This design comes from an exercise in tuning for small area on the open sky130 flow, not from production work. In this exercise RTL edits were held to simulation tests only and were not proved equivalent to the original. Power is estimated from default activity; no workload was simulated.

==> design/flow/design.v <==
module pwm_prescaler #(
    parameter integer PSC_WIDTH = 16
)(
    input  wire                 clk_psc_i,
    input  wire                 rst_n_i,
    input  wire                 cen_i,
    input  wire [PSC_WIDTH-1:0] psc_preload_i,
    output reg                  ck_cnt_o
);
    reg [PSC_WIDTH-1:0] psc_counter_reg;
    reg [PSC_WIDTH-1:0] psc_shadow_reg;
    reg                 psc_loaded_reg;   
    wire psc_hit_w  = ~psc_loaded_reg | (psc_counter_reg == psc_shadow_reg);
    wire psc_zero_w = (psc_preload_i == {PSC_WIDTH{1'b0}});
    always @(posedge clk_psc_i) begin
        if (psc_hit_w && cen_i)
            psc_shadow_reg <= psc_preload_i;
    end
    always @(posedge clk_psc_i or negedge rst_n_i) begin
        if (!rst_n_i)
            psc_loaded_reg <= 1'b0;
        else if (cen_i)
            psc_loaded_reg <= 1'b1;
    end
    always @(posedge clk_psc_i) begin
        if (!cen_i || psc_zero_w || psc_hit_w)
            psc_counter_reg <= {PSC_WIDTH{1'b0}};
        else
            psc_counter_reg <= psc_counter_reg + 1'b1;
        ck_cnt_o <= cen_i & (psc_zero_w | psc_hit_w);
    end
endmodule
module pwm_counter #(
    parameter integer CNT_WIDTH = 16
)(
    input  wire                 clk_psc_i,
    input  wire                 rst_n_i,
    input  wire                 ck_cnt_i,
    input  wire                 cnt_en_i,
    input  wire [CNT_WIDTH-1:0] arr_preload_i,
    output reg  [CNT_WIDTH-1:0] cnt_o,
    output reg                  overflow_o,
    output reg                  inc_o,         
    output wire                 cnt_hi_zero_o,  
    output reg                  updated_o       
);
    reg [CNT_WIDTH-1:0] arr_shadow_reg;
    wire wrap_w = (cnt_o[CNT_WIDTH-1:1] == arr_shadow_reg[CNT_WIDTH-1:1]) &
                  (cnt_o[0] | ~arr_shadow_reg[0]);
    assign cnt_hi_zero_o = (cnt_o[CNT_WIDTH-1:1] == {(CNT_WIDTH-1){1'b0}});
    always @(posedge clk_psc_i) begin
        if (!cnt_en_i || overflow_o)
            arr_shadow_reg <= arr_preload_i;
    end
    wire clr_w = ~cnt_en_i | (ck_cnt_i & wrap_w);
    always @(posedge clk_psc_i or negedge rst_n_i) begin
        if (!rst_n_i) begin
            cnt_o       <= {CNT_WIDTH{1'b0}};
            overflow_o  <= 1'b0;
        end else begin
            cnt_o       <= clr_w ? {CNT_WIDTH{1'b0}} : cnt_o + {{(CNT_WIDTH-1){1'b0}}, ck_cnt_i};
            overflow_o  <= cnt_en_i & ck_cnt_i & wrap_w;
        end
    end
    always @(posedge clk_psc_i or negedge rst_n_i) begin
        if (!rst_n_i)
            updated_o <= 1'b0;
        else if (overflow_o)
            updated_o <= 1'b1;
    end
    always @(posedge clk_psc_i)
        inc_o <= cnt_en_i & ck_cnt_i & ~wrap_w;
endmodule
module pwm_cmp_one #(
    parameter integer WIDTH = 16
)(
    input  wire             clk_psc_i,
    input  wire             rst_n_i,
    input  wire [WIDTH-1:0] cnt_i,
    input  wire             cnt_hi_zero_i,
    input  wire             inc_i,
    input  wire             updated_i,
    input  wire [WIDTH-1:0] cmp_i,
    input  wire             update_event_i,
    output reg              eq_o,
    output reg              gt_o
);
    reg [WIDTH-1:0] cmp_reg;
    always @(posedge clk_psc_i) begin
        if (update_event_i)
            cmp_reg <= cmp_i;
    end
    wire hi_eq_w  = updated_i ? (cnt_i[WIDTH-1:1] == cmp_reg[WIDTH-1:1]) : cnt_hi_zero_i;
    wire lo_eq_w  = ~updated_i ? ~cnt_i[0] : (cnt_i[0] == cmp_reg[0]);
    wire eq_w     = hi_eq_w & lo_eq_w;
    wire gt_w     = cnt_hi_zero_i ? (cnt_i[0] & hi_eq_w)
                                  : (gt_o | (inc_i & eq_o));
    always @(posedge clk_psc_i or negedge rst_n_i) begin
        if (!rst_n_i) begin
            eq_o <= 1'b0;
            gt_o <= 1'b0;
        end else begin
            eq_o <= eq_w;
            gt_o <= gt_w;
        end
    end
endmodule
module pwm_comparator #(
    parameter integer WIDTH = 16
)(
    input  wire                 clk_psc_i,
    input  wire                 rst_n_i,
    input  wire [WIDTH-1:0]     cnt_i,
    input  wire                 cnt_hi_zero_i,
    input  wire                 inc_i,
    input  wire                 updated_i,
    input  wire [WIDTH-1:0]     cmp_start_i,
    input  wire [WIDTH-1:0]     cmp_end_i,
    input  wire                 update_event_i,
    output wire                 cnt_eq_cmp_start_o,
    output wire                 cnt_gt_cmp_start_o,
    output wire                 cnt_eq_cmp_end_o,
    output wire                 cnt_gt_cmp_end_o
);
    pwm_cmp_one #(.WIDTH(WIDTH)) u_start (
        .clk_psc_i(clk_psc_i), .rst_n_i(rst_n_i),
        .cnt_i(cnt_i), .cnt_hi_zero_i(cnt_hi_zero_i), .inc_i(inc_i), .updated_i(updated_i),
        .cmp_i(cmp_start_i), .update_event_i(update_event_i),
        .eq_o(cnt_eq_cmp_start_o), .gt_o(cnt_gt_cmp_start_o)
    );
    pwm_cmp_one #(.WIDTH(WIDTH)) u_end (
        .clk_psc_i(clk_psc_i), .rst_n_i(rst_n_i),
        .cnt_i(cnt_i), .cnt_hi_zero_i(cnt_hi_zero_i), .inc_i(inc_i), .updated_i(updated_i),
        .cmp_i(cmp_end_i), .update_event_i(update_event_i),
        .eq_o(cnt_eq_cmp_end_o), .gt_o(cnt_gt_cmp_end_o)
    );
endmodule
module pwm_oc_refgen (
    input  wire clk_psc_i,           
    input  wire rst_n_i,             
    input  wire cmp_start_eq_i,      
    input  wire cmp_start_gt_i,      
    input  wire cmp_end_eq_i,        
    input  wire cmp_end_gt_i,        
    input  wire mode_i,              
    output reg  oc_a_ref_o,          
    output reg  oc_b_ref_o           
);
    always @(posedge clk_psc_i or negedge rst_n_i) begin
        if (!rst_n_i) begin
            oc_a_ref_o <= 1'b0;
            oc_b_ref_o <= 1'b0;
        end 
        else begin
            if (mode_i) begin
                if (cmp_start_eq_i) begin
                    oc_a_ref_o <= 1'b1;
                    oc_b_ref_o <= 1'b0;
                end 
                else if (cmp_end_eq_i) begin
                    oc_a_ref_o <= 1'b0;
                    oc_b_ref_o <= 1'b1;
                end
            end
            else begin
                if (cmp_start_eq_i)
                    oc_a_ref_o <= 1'b0;
                else if (cmp_start_gt_i)
                    oc_a_ref_o <= oc_a_ref_o;  
                else
                    oc_a_ref_o <= 1'b1;
                if (cmp_end_eq_i)
                    oc_b_ref_o <= 1'b0;
                else if (cmp_end_gt_i)
                    oc_b_ref_o <= oc_b_ref_o;  
                else
                    oc_b_ref_o <= 1'b1;
            end
        end
    end
endmodule
module pwm_oc_deadtime #(
    parameter integer WIDTH = 8
)(
    input  wire              clk_psc_i,
    input  wire              rst_n_i,
    input  wire              update_event_i,
    input  wire              updated_i,        
    input  wire              pwm_in_i,
    input  wire [WIDTH-1:0]  dtg_preload_i,
    output wire              pwm_high_o,
    output wire              pwm_low_o
);
    reg [WIDTH-1:0] dtg_shadow_r;
    always @(posedge clk_psc_i) begin
        if (update_event_i)
            dtg_shadow_r <= dtg_preload_i;
    end
    reg [WIDTH-1:0] dt_counter_r;
    reg             pwm_in_dly_r;
    wire edge_w = (pwm_in_dly_r != pwm_in_i);
    reg lt_r;
    integer k;
    always @(*) begin
        lt_r = 1'b0;
        for (k = 0; k < WIDTH; k = k + 1)
            lt_r = dt_counter_r[k] ? (dtg_shadow_r[k] & lt_r) : (dtg_shadow_r[k] | lt_r);
    end
    wire more_w = updated_i & lt_r;
    always @(posedge clk_psc_i) begin
        if (edge_w && more_w)
            dt_counter_r <= dt_counter_r + 1'b1;
        else
            dt_counter_r <= {WIDTH{1'b0}};
    end
    always @(posedge clk_psc_i or negedge rst_n_i) begin
        if (!rst_n_i)
            pwm_in_dly_r <= 1'b0;
        else if (edge_w && !more_w)
            pwm_in_dly_r <= pwm_in_i;
    end
    assign pwm_high_o =  pwm_in_dly_r &  pwm_in_i;
    assign pwm_low_o  = ~(pwm_in_dly_r |  pwm_in_i);
endmodule
module pwm_oc #(
    parameter integer DEADTIME_WIDTH = 8
)(
    input  wire clk_psc_i,            
    input  wire rst_n_i,              
    input  wire cmp_start_eq_i,       
    input  wire cmp_start_gt_i,       
    input  wire cmp_end_eq_i,         
    input  wire cmp_end_gt_i,         
    input  wire oc_mode_i,            
    input  wire dtg_src_sel_i,        
    input  wire update_event_i,       
    input  wire updated_i,            
    input  wire [DEADTIME_WIDTH-1:0] dtg_preload_i,  
    input  wire [1:0] oc_main_sel_i,  
    input  wire [1:0] oc_comp_sel_i,  
    input  wire oc_main_pol_i,        
    input  wire oc_comp_pol_i,        
    output wire oc_main_o,            
    output wire oc_comp_o             
);
    wire oc_ref_a_int;
    wire oc_ref_b_int;
    wire dtg_input_int;
    wire oc_main_dt_int;
    wire oc_comp_dt_int;
    pwm_oc_refgen u_oc_ref (
        .clk_psc_i       (clk_psc_i),
        .rst_n_i         (rst_n_i),
        .cmp_start_eq_i  (cmp_start_eq_i),
        .cmp_start_gt_i  (cmp_start_gt_i),
        .cmp_end_eq_i    (cmp_end_eq_i),
        .cmp_end_gt_i    (cmp_end_gt_i),
        .mode_i          (oc_mode_i),
        .oc_a_ref_o      (oc_ref_a_int),
        .oc_b_ref_o      (oc_ref_b_int)
    );
    assign dtg_input_int = (dtg_src_sel_i) ? oc_ref_a_int : oc_ref_b_int;
    pwm_oc_deadtime #(
        .WIDTH(DEADTIME_WIDTH)
    ) u_deadtime (
        .clk_psc_i    (clk_psc_i),
        .rst_n_i      (rst_n_i),
        .update_event_i(update_event_i),
        .updated_i    (updated_i),
        .pwm_in_i     (dtg_input_int),
        .dtg_preload_i(dtg_preload_i),
        .pwm_high_o   (oc_main_dt_int),
        .pwm_low_o    (oc_comp_dt_int)
    );
    reg oc_main_mux_int;
    reg oc_comp_mux_int;
    always @(*) begin
        case (oc_main_sel_i)
            2'b00: oc_main_mux_int = 1'b0;
            2'b01: oc_main_mux_int = oc_ref_a_int;
            2'b10: oc_main_mux_int = dtg_input_int;
            2'b11: oc_main_mux_int = oc_main_dt_int;
            default: oc_main_mux_int = 1'b0;
        endcase
        case (oc_comp_sel_i)
            2'b00: oc_comp_mux_int = 1'b0;
            2'b01: oc_comp_mux_int = oc_ref_b_int;
            2'b10: oc_comp_mux_int = dtg_input_int;
            2'b11: oc_comp_mux_int = oc_comp_dt_int;
            default: oc_comp_mux_int = 1'b0;
        endcase
    end
    assign oc_main_o = (oc_main_pol_i) ? ~oc_main_mux_int : oc_main_mux_int;
    assign oc_comp_o = (oc_comp_pol_i) ? ~oc_comp_mux_int : oc_comp_mux_int;
endmodule
module pwm_core #(
    parameter integer WIDTH = 16
)(
    input  wire                 clk_psc_i,
    input  wire                 rst_n_i,
    input  wire                 cnt_en_w,
    input  wire [WIDTH-1:0]     psc_preload_w,
    input  wire [WIDTH-1:0]     arr_preload_w,
    input  wire [WIDTH-1:0]     cmp_ch1_start_w,
    input  wire [WIDTH-1:0]     cmp_ch1_end_w,
    input  wire [WIDTH-1:0]     cmp_ch2_start_w,
    input  wire [WIDTH-1:0]     cmp_ch2_end_w,
    input  wire [7:0]           dtg_ch1_w,
    input  wire [7:0]           dtg_ch2_w,
    input  wire [WIDTH-1:0]     cfg_reg_ch1,
    input  wire [WIDTH-1:0]     cfg_reg_ch2,
    output wire                 pwm_ch1_a_o,
    output wire                 pwm_ch1_b_o,
    output wire                 pwm_ch2_a_o,
    output wire                 pwm_ch2_b_o
);
    wire ck_cnt_w;
    wire [WIDTH-1:0] cnt_val_w;
    wire overflow_w;
    wire inc_w;
    wire cnt_hi_zero_w;
    wire updated_w;
    pwm_prescaler #(
        .PSC_WIDTH(WIDTH)
    ) u_pwm_prescaler (
        .clk_psc_i(clk_psc_i),
        .rst_n_i(rst_n_i),
        .cen_i(cnt_en_w),
        .psc_preload_i(psc_preload_w),
        .ck_cnt_o(ck_cnt_w)
    );
    pwm_counter #(
        .CNT_WIDTH(WIDTH)
    ) u_pwm_counter (
        .clk_psc_i(clk_psc_i),
        .rst_n_i(rst_n_i),
        .ck_cnt_i(ck_cnt_w),
        .cnt_en_i(cnt_en_w),
        .arr_preload_i(arr_preload_w),
        .cnt_o(cnt_val_w),
        .overflow_o(overflow_w),
        .inc_o(inc_w),
        .cnt_hi_zero_o(cnt_hi_zero_w),
        .updated_o(updated_w)
    );
    wire cnt_eq_cmp_ch1_start_w;
    wire cnt_gt_cmp_ch1_start_w;
    wire cnt_eq_cmp_ch1_end_w;
    wire cnt_gt_cmp_ch1_end_w;
    pwm_comparator #(.WIDTH(WIDTH)) u_pwm_comparator_ch1 (
        .clk_psc_i(clk_psc_i),
        .rst_n_i(rst_n_i),
        .update_event_i(overflow_w),
        .cnt_i(cnt_val_w),
        .cnt_hi_zero_i(cnt_hi_zero_w),
        .inc_i(inc_w),
        .updated_i(updated_w),
        .cmp_start_i(cmp_ch1_start_w),
        .cmp_end_i(cmp_ch1_end_w),
        .cnt_eq_cmp_start_o(cnt_eq_cmp_ch1_start_w),
        .cnt_gt_cmp_start_o(cnt_gt_cmp_ch1_start_w),
        .cnt_eq_cmp_end_o(cnt_eq_cmp_ch1_end_w),
        .cnt_gt_cmp_end_o(cnt_gt_cmp_ch1_end_w)
    );
    wire oc_main_ch1_o;
    wire oc_comp_ch1_o;
    pwm_oc #(.DEADTIME_WIDTH(8)) u_pwm_oc_ch1 (
        .clk_psc_i(clk_psc_i),
        .rst_n_i(rst_n_i),
        .cmp_start_eq_i(cnt_eq_cmp_ch1_start_w),
        .cmp_start_gt_i(cnt_gt_cmp_ch1_start_w),
        .cmp_end_eq_i(cnt_eq_cmp_ch1_end_w),
        .cmp_end_gt_i(cnt_gt_cmp_ch1_end_w),
        .oc_mode_i(cfg_reg_ch1[0]),
        .dtg_src_sel_i(cfg_reg_ch1[1]),
        .update_event_i(overflow_w),
        .updated_i(updated_w),
        .dtg_preload_i(dtg_ch1_w),
        .oc_main_sel_i(cfg_reg_ch1[3:2]),
        .oc_comp_sel_i(cfg_reg_ch1[5:4]),
        .oc_main_pol_i(cfg_reg_ch1[6]),
        .oc_comp_pol_i(cfg_reg_ch1[7]),
        .oc_main_o(oc_main_ch1_o),
        .oc_comp_o(oc_comp_ch1_o)
    );
    assign pwm_ch1_a_o = oc_main_ch1_o;
    assign pwm_ch1_b_o = oc_comp_ch1_o;
    wire cnt_eq_cmp_ch2_start_w;
    wire cnt_gt_cmp_ch2_start_w;
    wire cnt_eq_cmp_ch2_end_w;
    wire cnt_gt_cmp_ch2_end_w;
    pwm_comparator #(.WIDTH(16)) u_pwm_comparator_ch2 (
        .clk_psc_i(clk_psc_i),
        .rst_n_i(rst_n_i),
        .update_event_i(overflow_w),
        .cnt_i(cnt_val_w),
        .cnt_hi_zero_i(cnt_hi_zero_w),
        .inc_i(inc_w),
        .updated_i(updated_w),
        .cmp_start_i(cmp_ch2_start_w),
        .cmp_end_i(cmp_ch2_end_w),
        .cnt_eq_cmp_start_o(cnt_eq_cmp_ch2_start_w),
        .cnt_gt_cmp_start_o(cnt_gt_cmp_ch2_start_w),
        .cnt_eq_cmp_end_o(cnt_eq_cmp_ch2_end_w),
        .cnt_gt_cmp_end_o(cnt_gt_cmp_ch2_end_w)
    );
    wire oc_main_ch2_o;
    wire oc_comp_ch2_o;
    pwm_oc #(.DEADTIME_WIDTH(8)) u_pwm_oc_ch2 (
        .clk_psc_i(clk_psc_i),
        .rst_n_i(rst_n_i),
        .cmp_start_eq_i(cnt_eq_cmp_ch2_start_w),
        .cmp_start_gt_i(cnt_gt_cmp_ch2_start_w),
        .cmp_end_eq_i(cnt_eq_cmp_ch2_end_w),
        .cmp_end_gt_i(cnt_gt_cmp_ch2_end_w),
        .oc_mode_i(cfg_reg_ch2[0]),
        .dtg_src_sel_i(cfg_reg_ch2[1]),
        .update_event_i(overflow_w),
        .updated_i(updated_w),
        .dtg_preload_i(dtg_ch2_w),
        .oc_main_sel_i(cfg_reg_ch2[3:2]),
        .oc_comp_sel_i(cfg_reg_ch2[5:4]),
        .oc_main_pol_i(cfg_reg_ch2[6]),
        .oc_comp_pol_i(cfg_reg_ch2[7]),
        .oc_main_o(oc_main_ch2_o),
        .oc_comp_o(oc_comp_ch2_o)
    );
    assign pwm_ch2_a_o = oc_main_ch2_o;
    assign pwm_ch2_b_o = oc_comp_ch2_o;
endmodule
module pwm_register #(
    parameter integer WIDTH = 16
)(
    input  wire              clk_psc_i,
    input  wire              rst_n_i,
    input  wire              wr_en_i,
    input  wire              rd_en_i,
    input  wire [7:0]        addr_i,
    input  wire [WIDTH-1:0]  wr_data_i,
    output reg  [WIDTH-1:0]  rd_data_o,
    output reg               cen_1_o,
    output reg  [WIDTH-1:0]  arr_preload_1_o,
    output reg  [WIDTH-1:0]  psc_preload_1_o,
    output reg  [WIDTH-1:0]  cmp_ch1_start_o, cmp_ch1_end_o, cfg_reg_ch1,
    output reg  [7:0]        dtg_ch1_o,
    output reg  [WIDTH-1:0]  cmp_ch2_start_o, cmp_ch2_end_o, cfg_reg_ch2,
    output reg  [7:0]        dtg_ch2_o,
    output reg               cen_2_o,
    output reg  [WIDTH-1:0]  arr_preload_2_o,
    output reg  [WIDTH-1:0]  psc_preload_2_o,
    output reg  [WIDTH-1:0]  cmp_ch3_start_o, cmp_ch3_end_o, cfg_reg_ch3,
    output reg  [7:0]        dtg_ch3_o,
    output reg  [WIDTH-1:0]  cmp_ch4_start_o, cmp_ch4_end_o, cfg_reg_ch4,
    output reg  [7:0]        dtg_ch4_o,
    output reg               cen_3_o,
    output reg  [WIDTH-1:0]  arr_preload_3_o,
    output reg  [WIDTH-1:0]  psc_preload_3_o,
    output reg  [WIDTH-1:0]  cmp_ch5_start_o, cmp_ch5_end_o, cfg_reg_ch5,
    output reg  [7:0]        dtg_ch5_o,
    output reg  [WIDTH-1:0]  cmp_ch6_start_o, cmp_ch6_end_o, cfg_reg_ch6,
    output reg  [7:0]        dtg_ch6_o,
    output reg               cen_4_o,
    output reg  [WIDTH-1:0]  arr_preload_4_o,
    output reg  [WIDTH-1:0]  psc_preload_4_o,
    output reg  [WIDTH-1:0]  cmp_ch7_start_o, cmp_ch7_end_o, cfg_reg_ch7,
    output reg  [7:0]        dtg_ch7_o,
    output reg  [WIDTH-1:0]  cmp_ch8_start_o, cmp_ch8_end_o, cfg_reg_ch8,
    output reg  [7:0]        dtg_ch8_o
);
    always @(posedge clk_psc_i or negedge rst_n_i) begin
        if (!rst_n_i) begin
            cen_1_o <= 1'b0;
            cen_2_o <= 1'b0;
            cen_3_o <= 1'b0;
            cen_4_o <= 1'b0;
            arr_preload_1_o <= {WIDTH{1'b1}};
            arr_preload_2_o <= {WIDTH{1'b1}};
            arr_preload_3_o <= {WIDTH{1'b1}};
            arr_preload_4_o <= {WIDTH{1'b1}};
            psc_preload_1_o <= {WIDTH{1'b0}};
            psc_preload_2_o <= {WIDTH{1'b0}};
            psc_preload_3_o <= {WIDTH{1'b0}};
            psc_preload_4_o <= {WIDTH{1'b0}};
            cmp_ch1_start_o <= {WIDTH{1'b0}}; cmp_ch1_end_o <= {WIDTH{1'b0}}; cfg_reg_ch1 <= {WIDTH{1'b0}}; dtg_ch1_o <= 8'd1;
            cmp_ch2_start_o <= {WIDTH{1'b0}}; cmp_ch2_end_o <= {WIDTH{1'b0}}; cfg_reg_ch2 <= {WIDTH{1'b0}}; dtg_ch2_o <= 8'd1;
            cmp_ch3_start_o <= {WIDTH{1'b0}}; cmp_ch3_end_o <= {WIDTH{1'b0}}; cfg_reg_ch3 <= {WIDTH{1'b0}}; dtg_ch3_o <= 8'd1;
            cmp_ch4_start_o <= {WIDTH{1'b0}}; cmp_ch4_end_o <= {WIDTH{1'b0}}; cfg_reg_ch4 <= {WIDTH{1'b0}}; dtg_ch4_o <= 8'd1;
            cmp_ch5_start_o <= {WIDTH{1'b0}}; cmp_ch5_end_o <= {WIDTH{1'b0}}; cfg_reg_ch5 <= {WIDTH{1'b0}}; dtg_ch5_o <= 8'd1;
            cmp_ch6_start_o <= {WIDTH{1'b0}}; cmp_ch6_end_o <= {WIDTH{1'b0}}; cfg_reg_ch6 <= {WIDTH{1'b0}}; dtg_ch6_o <= 8'd1;
            cmp_ch7_start_o <= {WIDTH{1'b0}}; cmp_ch7_end_o <= {WIDTH{1'b0}}; cfg_reg_ch7 <= {WIDTH{1'b0}}; dtg_ch7_o <= 8'd1;
            cmp_ch8_start_o <= {WIDTH{1'b0}}; cmp_ch8_end_o <= {WIDTH{1'b0}}; cfg_reg_ch8 <= {WIDTH{1'b0}}; dtg_ch8_o <= 8'd1;
        end else if (wr_en_i) begin
            case (addr_i)
                8'd0: {cen_4_o, cen_3_o, cen_2_o, cen_1_o} <= wr_data_i[3:0];
                8'd1: psc_preload_1_o <= wr_data_i; 
                8'd2: arr_preload_1_o <= wr_data_i;
                8'd3: psc_preload_2_o <= wr_data_i; 
                8'd4: arr_preload_2_o <= wr_data_i;
                8'd5: psc_preload_3_o <= wr_data_i; 
                8'd6: arr_preload_3_o <= wr_data_i;
                8'd7: psc_preload_4_o <= wr_data_i;
                8'd8: arr_preload_4_o <= wr_data_i;
                8'd10: cmp_ch1_start_o <= wr_data_i; 
                8'd11: cmp_ch1_end_o <= wr_data_i;
                8'd12: dtg_ch1_o <= wr_data_i[7:0];
				8'd13: cfg_reg_ch1 <= wr_data_i;
                8'd14: cmp_ch2_start_o <= wr_data_i;
				8'd15: cmp_ch2_end_o <= wr_data_i;
                8'd16: dtg_ch2_o <= wr_data_i[7:0];
				8'd17: cfg_reg_ch2 <= wr_data_i;
                8'd18: cmp_ch3_start_o <= wr_data_i;
				8'd19: cmp_ch3_end_o <= wr_data_i;
                8'd20: dtg_ch3_o <= wr_data_i[7:0];
				8'd21: cfg_reg_ch3 <= wr_data_i;
                8'd22: cmp_ch4_start_o <= wr_data_i;
				8'd23: cmp_ch4_end_o <= wr_data_i;
                8'd24: dtg_ch4_o <= wr_data_i[7:0];
				8'd25: cfg_reg_ch4 <= wr_data_i;
                8'd26: cmp_ch5_start_o <= wr_data_i;
				8'd27: cmp_ch5_end_o <= wr_data_i;
                8'd28: dtg_ch5_o <= wr_data_i[7:0];
				8'd29: cfg_reg_ch5 <= wr_data_i;
                8'd30: cmp_ch6_start_o <= wr_data_i;
				8'd31: cmp_ch6_end_o <= wr_data_i;
                8'd32: dtg_ch6_o <= wr_data_i[7:0];
				8'd33: cfg_reg_ch6 <= wr_data_i;
                8'd34: cmp_ch7_start_o <= wr_data_i;
				8'd35: cmp_ch7_end_o <= wr_data_i;
                8'd36: dtg_ch7_o <= wr_data_i[7:0];
				8'd37: cfg_reg_ch7 <= wr_data_i;
                8'd38: cmp_ch8_start_o <= wr_data_i;
				8'd39: cmp_ch8_end_o <= wr_data_i;
                8'd40: dtg_ch8_o <= wr_data_i[7:0];
				8'd41: cfg_reg_ch8 <= wr_data_i;
                default: ; 
            endcase
        end
    end
    always @(*) begin
        if (rd_en_i) begin
            case (addr_i)
                8'd0: rd_data_o = {{(WIDTH-4){1'b0}}, cen_4_o, cen_3_o, cen_2_o, cen_1_o};
                8'd1: rd_data_o = psc_preload_1_o;
				8'd2: rd_data_o = arr_preload_1_o;
                8'd3: rd_data_o = psc_preload_2_o;
				8'd4: rd_data_o = arr_preload_2_o;
                8'd5: rd_data_o = psc_preload_3_o;
				8'd6: rd_data_o = arr_preload_3_o;
                8'd7: rd_data_o = psc_preload_4_o;
				8'd8: rd_data_o = arr_preload_4_o;
                8'd10: rd_data_o = cmp_ch1_start_o;
				8'd11: rd_data_o = cmp_ch1_end_o;
                8'd12: rd_data_o = {{(WIDTH-8){1'b0}}, dtg_ch1_o};
				8'd13: rd_data_o = cfg_reg_ch1;
                8'd14: rd_data_o = cmp_ch2_start_o;
				8'd15: rd_data_o = cmp_ch2_end_o;
                8'd16: rd_data_o = {{(WIDTH-8){1'b0}}, dtg_ch2_o};
				8'd17: rd_data_o = cfg_reg_ch2;
                8'd18: rd_data_o = cmp_ch3_start_o;
				8'd19: rd_data_o = cmp_ch3_end_o;
                8'd20: rd_data_o = {{(WIDTH-8){1'b0}}, dtg_ch3_o};
				8'd21: rd_data_o = cfg_reg_ch3;
                8'd22: rd_data_o = cmp_ch4_start_o;
				8'd23: rd_data_o = cmp_ch4_end_o;
                8'd24: rd_data_o = {{(WIDTH-8){1'b0}}, dtg_ch4_o};
				8'd25: rd_data_o = cfg_reg_ch4;
                8'd26: rd_data_o = cmp_ch5_start_o;
				8'd27: rd_data_o = cmp_ch5_end_o;
                8'd28: rd_data_o = {{(WIDTH-8){1'b0}}, dtg_ch5_o};
				8'd29: rd_data_o = cfg_reg_ch5;
                8'd30: rd_data_o = cmp_ch6_start_o;
				8'd31: rd_data_o = cmp_ch6_end_o;
                8'd32: rd_data_o = {{(WIDTH-8){1'b0}}, dtg_ch6_o};
				8'd33: rd_data_o = cfg_reg_ch6;
                8'd34: rd_data_o = cmp_ch7_start_o;
				8'd35: rd_data_o = cmp_ch7_end_o;
                8'd36: rd_data_o = {{(WIDTH-8){1'b0}}, dtg_ch7_o};
				8'd37: rd_data_o = cfg_reg_ch7;
                8'd38: rd_data_o = cmp_ch8_start_o;
				8'd39: rd_data_o = cmp_ch8_end_o;
                8'd40: rd_data_o = {{(WIDTH-8){1'b0}}, dtg_ch8_o};
				8'd41: rd_data_o = cfg_reg_ch8;
                default: rd_data_o = {WIDTH{1'b0}};
            endcase
        end else begin
            rd_data_o = {WIDTH{1'b0}};
        end
    end
endmodule
module pwm_top #(
    parameter integer WIDTH = 16
)(
    input  wire              clk_psc_i,      
    input  wire              rst_n_i,        
    input  wire [7:0]        addr_i,
    input  wire [15:0]       wdata_i,
    output wire [15:0]       rdata_o,
    input  wire              wr_en_i,
    input  wire              rd_en_i,
    output wire              pwm_ch1_a_o, pwm_ch1_b_o,
    output wire              pwm_ch2_a_o, pwm_ch2_b_o,
    output wire              pwm_ch3_a_o, pwm_ch3_b_o,
    output wire              pwm_ch4_a_o, pwm_ch4_b_o,
    output wire              pwm_ch5_a_o, pwm_ch5_b_o,
    output wire              pwm_ch6_a_o, pwm_ch6_b_o,
    output wire              pwm_ch7_a_o, pwm_ch7_b_o,
    output wire              pwm_ch8_a_o, pwm_ch8_b_o
);
    wire                cnt_en_1_w;
    wire [WIDTH-1:0]    psc_preload_1_w;
    wire [WIDTH-1:0]    arr_preload_1_w;
    wire [WIDTH-1:0]    cfg_reg_ch1;
    wire [WIDTH-1:0]    cmp_ch1_start_w, cmp_ch1_end_w;
    wire [7:0]          dtg_ch1_w;
    wire [WIDTH-1:0]    cfg_reg_ch2;
    wire [WIDTH-1:0]    cmp_ch2_start_w, cmp_ch2_end_w;
    wire [7:0]          dtg_ch2_w;
    wire                cnt_en_2_w;
    wire [WIDTH-1:0]    psc_preload_2_w;
    wire [WIDTH-1:0]    arr_preload_2_w;
    wire [WIDTH-1:0]    cfg_reg_ch3;
    wire [WIDTH-1:0]    cmp_ch3_start_w, cmp_ch3_end_w;
    wire [7:0]          dtg_ch3_w;
    wire [WIDTH-1:0]    cfg_reg_ch4;
    wire [WIDTH-1:0]    cmp_ch4_start_w, cmp_ch4_end_w;
    wire [7:0]          dtg_ch4_w;
    wire                cnt_en_3_w;
    wire [WIDTH-1:0]    psc_preload_3_w;
    wire [WIDTH-1:0]    arr_preload_3_w;
    wire [WIDTH-1:0]    cfg_reg_ch5;
    wire [WIDTH-1:0]    cmp_ch5_start_w, cmp_ch5_end_w;
    wire [7:0]          dtg_ch5_w;
    wire [WIDTH-1:0]    cfg_reg_ch6;
    wire [WIDTH-1:0]    cmp_ch6_start_w, cmp_ch6_end_w;
    wire [7:0]          dtg_ch6_w;
    wire                cnt_en_4_w;
    wire [WIDTH-1:0]    psc_preload_4_w;
    wire [WIDTH-1:0]    arr_preload_4_w;
    wire [WIDTH-1:0]    cfg_reg_ch7;
    wire [WIDTH-1:0]    cmp_ch7_start_w, cmp_ch7_end_w;
    wire [7:0]          dtg_ch7_w;
    wire [WIDTH-1:0]    cfg_reg_ch8;
    wire [WIDTH-1:0]    cmp_ch8_start_w, cmp_ch8_end_w;
    wire [7:0]          dtg_ch8_w;
    pwm_register #(
        .WIDTH(WIDTH)
    ) u_pwm_register (
        .clk_psc_i(clk_psc_i),
        .rst_n_i(rst_n_i),
        .wr_en_i(wr_en_i),
        .rd_en_i(rd_en_i),
        .addr_i(addr_i),
        .wr_data_i(wdata_i),
        .rd_data_o(rdata_o),
        .cen_1_o(cnt_en_1_w),
        .arr_preload_1_o(arr_preload_1_w),
        .psc_preload_1_o(psc_preload_1_w),
        .cmp_ch1_start_o(cmp_ch1_start_w),
        .cmp_ch1_end_o(cmp_ch1_end_w),
        .cfg_reg_ch1(cfg_reg_ch1),
        .dtg_ch1_o(dtg_ch1_w),
        .cmp_ch2_start_o(cmp_ch2_start_w),
        .cmp_ch2_end_o(cmp_ch2_end_w),
        .cfg_reg_ch2(cfg_reg_ch2),
        .dtg_ch2_o(dtg_ch2_w),
        .cen_2_o(cnt_en_2_w),
        .arr_preload_2_o(arr_preload_2_w),
        .psc_preload_2_o(psc_preload_2_w),
        .cmp_ch3_start_o(cmp_ch3_start_w),
        .cmp_ch3_end_o(cmp_ch3_end_w),
        .cfg_reg_ch3(cfg_reg_ch3),
        .dtg_ch3_o(dtg_ch3_w),
        .cmp_ch4_start_o(cmp_ch4_start_w),
        .cmp_ch4_end_o(cmp_ch4_end_w),
        .cfg_reg_ch4(cfg_reg_ch4),
        .dtg_ch4_o(dtg_ch4_w),
        .cen_3_o(cnt_en_3_w),
        .arr_preload_3_o(arr_preload_3_w),
        .psc_preload_3_o(psc_preload_3_w),
        .cmp_ch5_start_o(cmp_ch5_start_w),
        .cmp_ch5_end_o(cmp_ch5_end_w),
        .cfg_reg_ch5(cfg_reg_ch5),
        .dtg_ch5_o(dtg_ch5_w),
        .cmp_ch6_start_o(cmp_ch6_start_w),
        .cmp_ch6_end_o(cmp_ch6_end_w),
        .cfg_reg_ch6(cfg_reg_ch6),
        .dtg_ch6_o(dtg_ch6_w),
        .cen_4_o(cnt_en_4_w),
        .arr_preload_4_o(arr_preload_4_w),
        .psc_preload_4_o(psc_preload_4_w),
        .cmp_ch7_start_o(cmp_ch7_start_w),
        .cmp_ch7_end_o(cmp_ch7_end_w),
        .cfg_reg_ch7(cfg_reg_ch7),
        .dtg_ch7_o(dtg_ch7_w),
        .cmp_ch8_start_o(cmp_ch8_start_w),
        .cmp_ch8_end_o(cmp_ch8_end_w),
        .cfg_reg_ch8(cfg_reg_ch8),
        .dtg_ch8_o(dtg_ch8_w)
    );
    pwm_core u_pwm_core_1 (
        .clk_psc_i       (clk_psc_i),
        .rst_n_i         (rst_n_i),
        .cnt_en_w        (cnt_en_1_w),
        .psc_preload_w   (psc_preload_1_w),
        .arr_preload_w   (arr_preload_1_w),
        .cmp_ch1_start_w (cmp_ch1_start_w),
        .cmp_ch1_end_w   (cmp_ch1_end_w),
        .cmp_ch2_start_w (cmp_ch2_start_w),
        .cmp_ch2_end_w   (cmp_ch2_end_w),
        .dtg_ch1_w       (dtg_ch1_w),
        .dtg_ch2_w       (dtg_ch2_w),
        .cfg_reg_ch1     (cfg_reg_ch1),
        .cfg_reg_ch2     (cfg_reg_ch2),
        .pwm_ch1_a_o     (pwm_ch1_a_o),
        .pwm_ch1_b_o     (pwm_ch1_b_o),
        .pwm_ch2_a_o     (pwm_ch2_a_o),
        .pwm_ch2_b_o     (pwm_ch2_b_o)
    );
    pwm_core u_pwm_core_2 (
        .clk_psc_i       (clk_psc_i),
        .rst_n_i         (rst_n_i),
        .cnt_en_w        (cnt_en_2_w),
        .psc_preload_w   (psc_preload_2_w),
        .arr_preload_w   (arr_preload_2_w),
        .cmp_ch1_start_w (cmp_ch3_start_w),
        .cmp_ch1_end_w   (cmp_ch3_end_w),
        .cmp_ch2_start_w (cmp_ch4_start_w),
        .cmp_ch2_end_w   (cmp_ch4_end_w),
        .dtg_ch1_w       (dtg_ch3_w),
        .dtg_ch2_w       (dtg_ch4_w),
        .cfg_reg_ch1     (cfg_reg_ch3),
        .cfg_reg_ch2     (cfg_reg_ch4),
        .pwm_ch1_a_o     (pwm_ch3_a_o),
        .pwm_ch1_b_o     (pwm_ch3_b_o),
        .pwm_ch2_a_o     (pwm_ch4_a_o),
        .pwm_ch2_b_o     (pwm_ch4_b_o)
    );
    pwm_core u_pwm_core_3 (
        .clk_psc_i       (clk_psc_i),
        .rst_n_i         (rst_n_i),
        .cnt_en_w        (cnt_en_3_w),
        .psc_preload_w   (psc_preload_3_w),
        .arr_preload_w   (arr_preload_3_w),
        .cmp_ch1_start_w (cmp_ch5_start_w),
        .cmp_ch1_end_w   (cmp_ch5_end_w),
        .cmp_ch2_start_w (cmp_ch6_start_w),
        .cmp_ch2_end_w   (cmp_ch6_end_w),
        .dtg_ch1_w       (dtg_ch5_w),
        .dtg_ch2_w       (dtg_ch6_w),
        .cfg_reg_ch1     (cfg_reg_ch5),
        .cfg_reg_ch2     (cfg_reg_ch6),
        .pwm_ch1_a_o     (pwm_ch5_a_o),
        .pwm_ch1_b_o     (pwm_ch5_b_o),
        .pwm_ch2_a_o     (pwm_ch6_a_o),
        .pwm_ch2_b_o     (pwm_ch6_b_o)
    );
    pwm_core u_pwm_core_4 (
        .clk_psc_i       (clk_psc_i),
        .rst_n_i         (rst_n_i),
        .cnt_en_w        (cnt_en_4_w),
        .psc_preload_w   (psc_preload_4_w),
        .arr_preload_w   (arr_preload_4_w),
        .cmp_ch1_start_w (cmp_ch7_start_w),
        .cmp_ch1_end_w   (cmp_ch7_end_w),
        .cmp_ch2_start_w (cmp_ch8_start_w),
        .cmp_ch2_end_w   (cmp_ch8_end_w),
        .dtg_ch1_w       (dtg_ch7_w),
        .dtg_ch2_w       (dtg_ch8_w),
        .cfg_reg_ch1     (cfg_reg_ch7),
        .cfg_reg_ch2     (cfg_reg_ch8),
        .pwm_ch1_a_o     (pwm_ch7_a_o),
        .pwm_ch1_b_o     (pwm_ch7_b_o),
        .pwm_ch2_a_o     (pwm_ch8_a_o),
        .pwm_ch2_b_o     (pwm_ch8_b_o)
    );
endmodule
==> design/flow/flow/run.sh <==
#!/bin/bash
# Own layout flow: the standard flow (standard.sh) with these changes:
#  1. synthesis maps the logic with an area-oriented ABC script (flow/abc_area.script)
#     instead of ORFS's; everything before ABC (including the flip-flop mapping) and
#     after it is ORFS's synthesis as synth_recipe.tcl runs it;
#  2. CTS runs without dummy loads;
#  3. the port buffers are buf_1 cells.
# Each tool's full output goes to a log file in this folder (run_*.log) and ORFS's logs.
set -euo pipefail
cd "$(dirname "$0")/.."
WORK=$PWD
mkdir -p "$WORK/myflow"

# synth.tcl with the ABC script swapped for ours
sed 's#^source $::env(SCRIPTS_DIR)/synth_preamble.tcl#source $::env(SCRIPTS_DIR)/synth_preamble.tcl\nset abc_args [lreplace $abc_args 1 1 '"$WORK"'/flow/abc_area.script]#' \
  "$FLOW_HOME/scripts/synth.tcl" > "$WORK/myflow/synth.tcl"
grep -q "flow/abc_area.script" "$WORK/myflow/synth.tcl"
sed 's#source $::env(SCRIPTS_DIR)/synth.tcl#source '"$WORK"'/myflow/synth.tcl#' \
  "$WORK/synth_recipe.tcl" > "$WORK/myflow/synth_recipe.tcl"
grep -q "myflow/synth.tcl" "$WORK/myflow/synth_recipe.tcl"

# standard.sh with our synthesis script, CTS arguments and port buffer cell
CTS_ARGS="-sink_clustering_enable -repair_clock_nets -dont_use_dummy_load -sink_clustering_size 24 -sink_clustering_max_diameter 80 -buf_list sky130_fd_sc_hd__clkbuf_16"
BPA="-buffer_cell sky130_fd_sc_hd__buf_1"
sed -e "s#SYNTH_SCRIPT=[^ ]*synth_recipe.tcl#SYNTH_SCRIPT=$WORK/myflow/synth_recipe.tcl 'CTS_ARGS=$CTS_ARGS' 'BUFFER_PORTS_ARGS=$BPA'#" \
  "$WORK/standard.sh" > "$WORK/myflow/standard.sh"
grep -q "myflow/synth_recipe.tcl" "$WORK/myflow/standard.sh"

bash "$WORK/myflow/standard.sh" > "$WORK/run_standard.log" 2>&1
==> design/flow/flow/abc_area.script <==
strash
dch -f
amap
strash
dch -f
amap
strash
dch -f
amap
topo
stime -c
buffer -c
upsize -c
dnsize -c
==> design/flow/standard.sh <==
#!/bin/bash
# synth_recipe.tcl (not shown) runs the flow's synth.tcl, then flattens the netlist and writes it again
# the make line also repeats each setting of config.mk as NAME=value (left out here)
make -C /OpenROAD-flow-scripts/flow DESIGN_CONFIG=/design/flow/config.mk WORK_HOME=/design/flow/orfs CLKGATE_MAP_FILE= SYNTH_SCRIPT=/design/flow/synth_recipe.tcl "${@:-finish}"
==> design/flow/config.mk <==
export PLATFORM = sky130hd
export DESIGN_NAME = pwm_top
export DESIGN_NICKNAME = pwm_top
export VERILOG_FILES = /design/flow/design.v
export SDC_FILE = /design/flow/constraint.sdc
export NUM_CORES = 4
export LEC_CHECK = 0
export CAP_MARGIN = 20
export CORE_MARGIN = 2
export CORE_UTILIZATION = 70
export CTS_BUF_LIST = sky130_fd_sc_hd__clkbuf_16
export CTS_CLUSTER_DIAMETER = 80
export CTS_CLUSTER_SIZE = 24
export SLEW_MARGIN = 20
==> design/flow/constraint.sdc <==
create_clock -name core_clock -period 10.0 [get_ports {clk_psc_i}]
set_input_delay 2.0000 -clock core_clock [delete_from_list [all_inputs] [get_ports {clk_psc_i}]]
set_output_delay 2.0000 -clock core_clock [all_outputs]
set_load 0.01 [all_outputs]
==> summary.md <==
| Metric | Value |
|---|---|
| Pin count of the biggest net entering global routing | roughly 170 |
| Worst-path cell chain | buf_1, inv_1, nand4_1, nor2_1, buf_4, a222oi_1, o2111ai_1, a2111oi_0, o2111ai_1, a2111oi_0, a21oi_1, buf_1 |
| Global-route wire length before repair | roughly 270 mm |
| GR Util All Layers | approximately 48% |
| Worst-skew pair later-pin latency | 700 ps |
| Crit Path Category | in2out |
| Syn_nets | around 5000 |
| Hold wc startpoint | u_pwm_register.cmp_ch4_start_o[13]$_DFFE_PN0P_ |
| Root Driver | clkbuf_16 |
| Drt pass-1 iters | 12 |
| # Post-CTS Setup Buffers | 0 |
| Yosys reg bits | 1296 |
| Post-route ant nets | 0 |
| Reg2Reg Launch Point | u_pwm_core_2.u_pwm_counter.cnt_o[14]$_DFF_PN0_ |
| Core Area | roughly 77000 um2 |
| Worst-margin pin slew | 1161 ps |
| RSZ-0062 raised after global routing | no |
| Min-Delay Path Class | reg2reg |
| Die Area | roughly 80000 um2 |
| Area added between synthesis and finish | 5.256% |
| Final min period | around 8000 ps |
| VDD IR max | 0.1948 mV |
| Initial antenna violation count | 12 |
| Finished Cell Area | between 50000 and 60000 um2 |
| Status | complete, no violations |
| Clock Sinks | 1296 |
| Grt ovf | 0 |
| Hold depth | 0 |
| Nets@finish | between 4000 and 5000 |
| Vias in the first global route | between 40000 and 50000 |
| Fin. Hold Viols | 0 |
| Final setup TNS | 0 ps |
| Vias | between 40000 and 50000 |
| Commonest cells after routing, fill and taps aside | nor2_1, dfrtp_1, edfxtp_1 |
| Pins Over Slew Limit | 0 |
| Layout cells sized above 1 | 6.000% |
| CTS resizes | 0 |
| Residual DRC count | 0 |
| Ys flop type | dfrtp_1 |
| Synth area leaders | dfrtp_1, edfxtp_1, o22a_1 |
| CTS tree | yes |
| I/O pins | 60 |
| Fin crit share | 79.61% |
| Crit path DAT | roughly 6000 ps |
| Starting Density | around 70% |
| Initial drt markers | 7680 |
| Power Total | between 0.01 and 0.015 W |
| Max transition margin | 22.58% |
| Area share of the largest cell type after synthesis | 29.44% |
| Max Cap Viol | 0 |
| Register-to-Register Path Depth | 10 |
| Clock-pin slew on the worst setup and hold paths | 90 ps |
| Routability cong. | about 1.1 |
| Routed len/inst | roughly 32 um |
| DP HPWL | between 100 and 150 mm |
| Total Wirelength | around 190 mm |
| Synth cell types | 73 |
| Post-CTS Hold Fix Bufs | 0 |
| Clock Path Buffers | 3 |
| Pre-CTS setup slack | around 2300 ps |
| Avg Cell Area, Syn | 11.14 um2 |
| Setup ws final | around 2000 ps |
| FMAX | 125.6 MHz |
| Worst EP required | around 8000 ps |
| Most common cell after layout, fill and taps aside | nor2_1 |
| Finish-stage setup viols | 0 |
| Post-synthesis sequential area ratio | between 60% and 70% |
| CP endpoint kind | primary output |
| Critical path launch point type | input pin |
| Die width | approximately 280 um |
| Slowest stage delay, CP | approximately 800 ps |
| RR Endpoint | u_pwm_core_2.u_pwm_comparator_ch1.u_start.eq_o$_DFF_PN0_ |
| Mapped Cells | about 5000 |
| Worst-path maximum fanout | 17 |
| P_leak | approximately 23 nW |
| Clk_skew | about 44 ps |
| Port bufs | between 50 and 60 |
| WHS | 438.5 ps |
| Post-synth EDFFs | approximately 450 |
| Instance area at placement | about 56000 um2 |
| # rows | 102 |
| CTS buffer count | slightly above 60 |
| Synth warnings | 7 |
| Async SR Flop Fraction | between 50% and 60% |
| Synthesized area | about 54000 um2 |
| CP max stage cell | a2111oi_0 |
| Pwr/cell area | 179.2 nW/um2 |
| Max H-tree Level | 2 |
| Post-synth top area cell | dfrtp_1 |
| Vias per Instance | between 7 and 8 |
| Worst reg2reg setup slack | around 6700 ps |
| Die height | 282.8 um |
[layer usage]
layer / GRT usage [%] / vias up / part of all wire, %
met2: 69.48 / 3519 / 42
met3: 15.77 / 919 / 14
met5: 0 / - / 0.049
li1: - / 18130 / -
met1: 61.80 / 21110 / 34
met4: 33.25 / 12 / 8.8
[synth_stat cells, drive strengths merged, types with 55 or more instances]
| library cell | instances |
|---|---|
| nor2 | 652 |
| dfrtp | 640 |
| edfxtp | 448 |
| a21oi | 391 |
| inv | 391 |
| o22a | 361 |
| nand2 | 289 |
| clkbuf | 206 |
| o21ai | 139 |
| o22ai | 138 |
| dfxtp | 136 |
| a211oi | 107 |
| a222oi | 83 |
| a22oi | 79 |
| dfstp | 72 |
| a221oi | 66 |
| nor3 | 63 |
| a2111oi | 55 |
[worst max-delay path by stage]
stage | start | to | depth (start not counted)
5_1_grt | addr_i[7] | rdata_o[4] | 12
3_3_place_gp | addr_i[7] | rdata_o[4] | 13
4_1_cts | addr_i[2] | rdata_o[4] | 12
3_5_place_dp | addr_i[2] | rdata_o[4] | 12
6_report | addr_i[2] | rdata_o[4] | 12
2_1_floorplan | addr_i[7] | rdata_o[0] | 12
[cell type report]
type	count	area, um2
tap	1040	1301
timing repair buffer	142	902.1
inverter	417	1567
antenna	5	12.51
fill	5065	19960
sequential	1296	34100
multi-input combinational	2934	17850
clock buffer	61	1526
[metrics by stage]
stage	utilization, %	cells
2_1_floorplan	-	4882
3_3_place_gp	72.14	5829
3_5_place_dp	72.14	5829
4_1_cts	74.12	5890
5_1_grt	74.14	5891
6_report	74.15	5895
[where the power goes]
part	internal [W]	leakage, nW	switching (W)
combinational	0.000435	7.79	0.000782
sequential	0.00587	14.0	0.000491
clock	0.00108	0.752	0.00160
total	0.00739	22.6	0.00287
[cells by family (layout without fill, tap and decap cells)]
family / after synthesis / in the layout / share of synthesized area, %
compound gates: 1627 / 1627 / 21.68
flops: 1296 / 1296 / 62.66
simple gates: 1260 / 1260 / 10.05
buf+inv: 652 / 620 / 4.552
fa+ha+maj: 44 / 44 / 1.012
xor+xnor: 3 / 3 / 0.04831
other cells: 0 / 5 / 0
[worst max-delay path, delay by kind of cell]
kind / cells / cell delay (ps)
AOI/OAI and AO/OA: 6 / 2630
buffers and inverters: 4 / 1100
and+or+nand+nor: 2 / 220

-- static timing again, ports no longer ideal --
How much do the figures lean on ideal ports? The routed layout below was timed once more, with nothing changed but the port constraints. Step 1, drivers: a clkbuf_16 drives clk_psc_i and a buf_2 each remaining input, both assumed. Step 2 also shifts input and output timing later by t, the mid clock arrival at the registers, as if the neighbouring blocks saw the same clock. Three values: no drivers, after step 1, after step 2; two values: the first two.
shift t [ns]: 0.745
setup slack, ns: 2.039 / 1.988 / 1.988
slew at the worst register clock pin (ns): 0.11 / 0.11
worst data-port slew with drivers (ns): 0.06
After both steps setup and hold are still met in this run. The setup slack of this run moves by -0.051 ns with the drivers and by -0.051 ns with both steps.
